Source: an optimization exercise on an open RTL-to-GDS flow (aim: small area, a short achievable clock period and few clock cycles per item). Production flows keep margins and buffers that such runs may drop.
Where RTL was checked, it was by simulation tests only, not by an equivalence proof against the original.
Power is estimated from default activity; no workload was simulated.

main:
==> flow/design.v (excerpt) <==
module itch_decoder_top (
    input  logic          clk,
    input  logic          rst_n,
    input  logic [511:0]  s_axis_tdata,
    input  logic [7:0]    s_axis_tkeep,
    input  logic          s_axis_tlast,
    input  logic [95:0]   s_axis_tuser,
    input  logic          s_axis_tvalid,
    output logic          s_axis_tready,
    output logic [63:0]   dec_ingress_ts,
    output logic [63:0]   dec_decode_ts,
    output logic [31:0]   dec_seq_num,
    output logic [7:0]    dec_msg_type,
    output logic [63:0]   dec_symbol_key,
    output logic [9:0]    dec_symbol_idx,
    output logic          dec_symbol_valid,
    output logic          dec_side,
    output logic [31:0]   dec_price,
    output logic [31:0]   dec_qty,
    output logic [63:0]   dec_order_id,
    output logic          dec_is_book_update,
    output logic          dec_stale,
    output logic [3:0]    dec_error_flags,
    output logic          decoded_valid,
    input  logic          decoded_ready,
    output logic [63:0]   sym_lookup_key,
    output logic          sym_lookup_valid,
    input  logic [9:0]    sym_lookup_idx,
    input  logic          sym_lookup_hit,
    input  logic          sym_lookup_ready,
    output logic [31:0]   stat_add_orders,
    output logic [31:0]   stat_executes,
    output logic [31:0]   stat_cancels,
    output logic [31:0]   stat_deletes,
    output logic [31:0]   stat_replaces,
    output logic [31:0]   stat_trades,
    output logic [31:0]   stat_unknown
);
    t2t_pkg::itch_msg_t decoded_msg;
    itch_decoder #(
        .MAX_MSG_BYTES (64)
    ) u_decoder (
  ...
Size in the first run: ~1700 cells after synthesis, roughly 530 flip-flops, roughly 1300 I/O pins, roughly 23000 sq um of cells after synthesis.
export LEC_CHECK = 0
export CAP_MARGIN = 20
export CORE_AREA = 5 5 235 235
export CTS_BUF_LIST = sky130_fd_sc_hd__clkbuf_4 sky130_fd_sc_hd__clkbuf_8
export DIE_AREA = 0 0 240 240
export SETUP_SLACK_MARGIN = 1.2
export SLEW_MARGIN = 20
create_clock -name core_clock -period 3.3 [get_ports {clk}]
standard.sh (not shown) runs the stock make flow with config.mk's settings and CLKGATE_MAP_FILE= SYNTH_SCRIPT=/design/flow/synth_recipe.tcl, a recipe that flattens the netlist after the stock synthesis.
==> flow/flow/run.sh <==
#!/bin/bash
# Own layout flow: the standard flow (standard.sh) with these changes:
#  - port buffers are buf_1 cells instead of the delay buffer buffer_ports picks by default
#    (every port still gets its own buffer);
#  - pins may sit one routing track apart, so the die can be much smaller than the pin count
#    would otherwise allow; the clock pin is placed alone mid-left (pins_pre.tcl).
# Each ORFS step logs to orfs/logs/...; standard.sh's own output goes to standard.log.
set -euo pipefail
here=$(pwd)
half=$(awk '/^export DIE_AREA/ {print ($5 + $7) / 2}' config.mk)
export BUFFER_PORTS_ARGS="-buffer_cell sky130_fd_sc_hd__buf_1"
export PLACE_PINS_ARGS="-min_distance 1 -min_distance_in_tracks -corner_avoidance 15 -exclude left:$(( ${half%.*} - 8 ))-$(( ${half%.*} + 8 ))"
export PRE_IO_PLACEMENT_TCL="$here/flow/pins_pre.tcl"
echo "PLACE_PINS_ARGS=$PLACE_PINS_ARGS" > run.log
bash standard.sh > standard.log 2>&1
==> flow/flow/pins_pre.tcl <==
# Put the clock pin alone in the middle of the left edge; place_pins keeps the
# stretch around it free (see PLACE_PINS_ARGS in run.sh), so no other pin sits
# one track from it.
set die [ord::get_die_area]
set ymid [expr {([lindex $die 1] + [lindex $die 3]) / 2.0}]
place_pin -pin_name clk -layer met3 -location [list 0.4 $ymid] -force_to_die_boundary
No stage failed in main, and the final checks on the layout all came back clean.
Testbench counts of main, summed over its fixed seeds: cycles 17,920, items 16,000.
[inputs] the feature branch vs main
Settings: a deleted CTS_BUF_LIST that had been sky130_fd_sc_hd__clkbuf_4 sky130_fd_sc_hd__clkbuf_8.
--- a/flow/flow/run.sh
+++ b/flow/flow/run.sh
@@ -2,3 +2,3 @@
 # Own layout flow: the standard flow (standard.sh) with these changes:
-#  - port buffers are buf_1 cells instead of the delay buffer buffer_ports picks by default
+#  - port buffers are buf_2 cells instead of the delay buffer buffer_ports picks by default
 #    (every port still gets its own buffer);
@@ -10,3 +10,3 @@
 half=$(awk '/^export DIE_AREA/ {print ($5 + $7) / 2}' config.mk)
-export BUFFER_PORTS_ARGS="-buffer_cell sky130_fd_sc_hd__buf_1"
+export BUFFER_PORTS_ARGS="-buffer_cell sky130_fd_sc_hd__buf_2"
 export PLACE_PINS_ARGS="-min_distance 1 -min_distance_in_tracks -corner_avoidance 15 -exclude left:$(( ${half%.*} - 8 ))-$(( ${half%.*} + 8 ))"
## What came out
- [compare] base=main new=the feature branch: wire length of the first global-routing pass picked up an extra about 1.8%, cell area picked up an extra 1300 sq um, share of cell area taken by multi-input logic gates lost 0.92 points, final critical-path setup slack picked up an extra 0.049 ns.
- Total length of routed wires (lower): main
- In the feature branch the quantity of hold-fixing buffers added after cts turned out 1 lower than in main.

== north ==
itch_decoder_top, a different RTL version from the one above (not shown whole).
For scale: ~2,000 cells after synthesis, about 1,300 I/O pins, roughly 23,000 µm² of cells after synthesis.
==> flow/config.mk <==
export PLATFORM = sky130hd
export DESIGN_NAME = itch_decoder_top
export DESIGN_NICKNAME = itch_decoder_top
export VERILOG_FILES = /design/flow/design.v
export SDC_FILE = /design/flow/constraint.sdc
export NUM_CORES = 4
export LEC_CHECK = 0
export CAP_MARGIN = 20
export CORE_AREA = 5 5 235 235
export DIE_AREA = 0 0 240 240
export SETUP_SLACK_MARGIN = 1.2
export SLEW_MARGIN = 20
==> flow/constraint.sdc <==
create_clock -name core_clock -period 3.3 [get_ports {clk}]
set_input_delay 0.6600 -clock core_clock [delete_from_list [all_inputs] [get_ports {clk}]]
set_output_delay 0.6600 -clock core_clock [all_outputs]
set_load 0.01 [all_outputs]
==> flow/flow/run.sh <==
#!/bin/bash
# Own layout flow: the standard flow (standard.sh) with these changes:
#  - port buffers are buf_2 cells instead of the delay buffer buffer_ports picks by default
#    (every port still gets its own buffer);
#  - pins may sit one routing track apart, so the die can be much smaller than the pin count
#    would otherwise allow; the clock pin is placed alone mid-left (pins_pre.tcl).
# Each ORFS step logs to orfs/logs/...; standard.sh's own output goes to standard.log.
set -euo pipefail
here=$(pwd)
half=$(awk '/^export DIE_AREA/ {print ($5 + $7) / 2}' config.mk)
export BUFFER_PORTS_ARGS="-buffer_cell sky130_fd_sc_hd__buf_2"
export PLACE_PINS_ARGS="-min_distance 1 -min_distance_in_tracks -corner_avoidance 15 -exclude left:$(( ${half%.*} - 8 ))-$(( ${half%.*} + 8 ))"
export PRE_IO_PLACEMENT_TCL="$here/flow/pins_pre.tcl"
echo "PLACE_PINS_ARGS=$PLACE_PINS_ARGS" > run.log
bash standard.sh > standard.log 2>&1
Scripts as last shown in full above: flow/flow/pins_pre.tcl
Here is what was changed in the inputs of south compared with north.
Settings: CTS_CLUSTER_SIZE: unset -> 30; CTS_CLUSTER_DIAMETER: unset -> 100.
## What came out
Area added between synthesis and finish, south and north: higher on north
Wire length (south over north): decrease, about 1.8%
south vs. north: antenna diode count shows a reduction of 2; final core utilization shows a reduction of 2.7 points; cell count after synthesis shows no meaningful change; non-clock buffer instance count of the final layout shows no meaningful change.
Relative to north, cell area has gone down in south.
From north to south the numbers moved as follows: final worst-path setup slack lower, switching share of power grew by 1.7 points.
Function was not checked in any run of this note: the RTL went through the layout flow alone.

-- static timing again, ports no longer ideal --
Ports are ideal in the flow. The routed layouts listed here were re-timed in OpenROAD. Step 1, drivers: a clkbuf_16 drives clk and a buf_2 each remaining input, both assumed. Step 2 adds t to the input delays and takes it off the output delays; t is the mean of the earliest and latest rising clock arrival at the registers after step 1. Input paths then give back, and output paths get back, about the clock's delay inside the block. Three values: no drivers, after step 1, after step 2; two values: the first two.
run | shift t [ns] | setup WS [ns] | cell pins on the clock port's net
main | 0.704 | 0.856 / 0.856 / 0.337 | 1
the feature branch | 0.641 | 0.905 / 0.862 / 0.427 | 1
north | 0.653 | 0.770 / 0.770 / 0.543 | 1
south | 0.615 | 0.763 / 0.763 / 0.401 | 1
After both steps setup and hold are still met in every run listed. For main, which loses most, drivers alone change the setup slack by 0.000 ns; drivers and shift together by -0.519 ns.
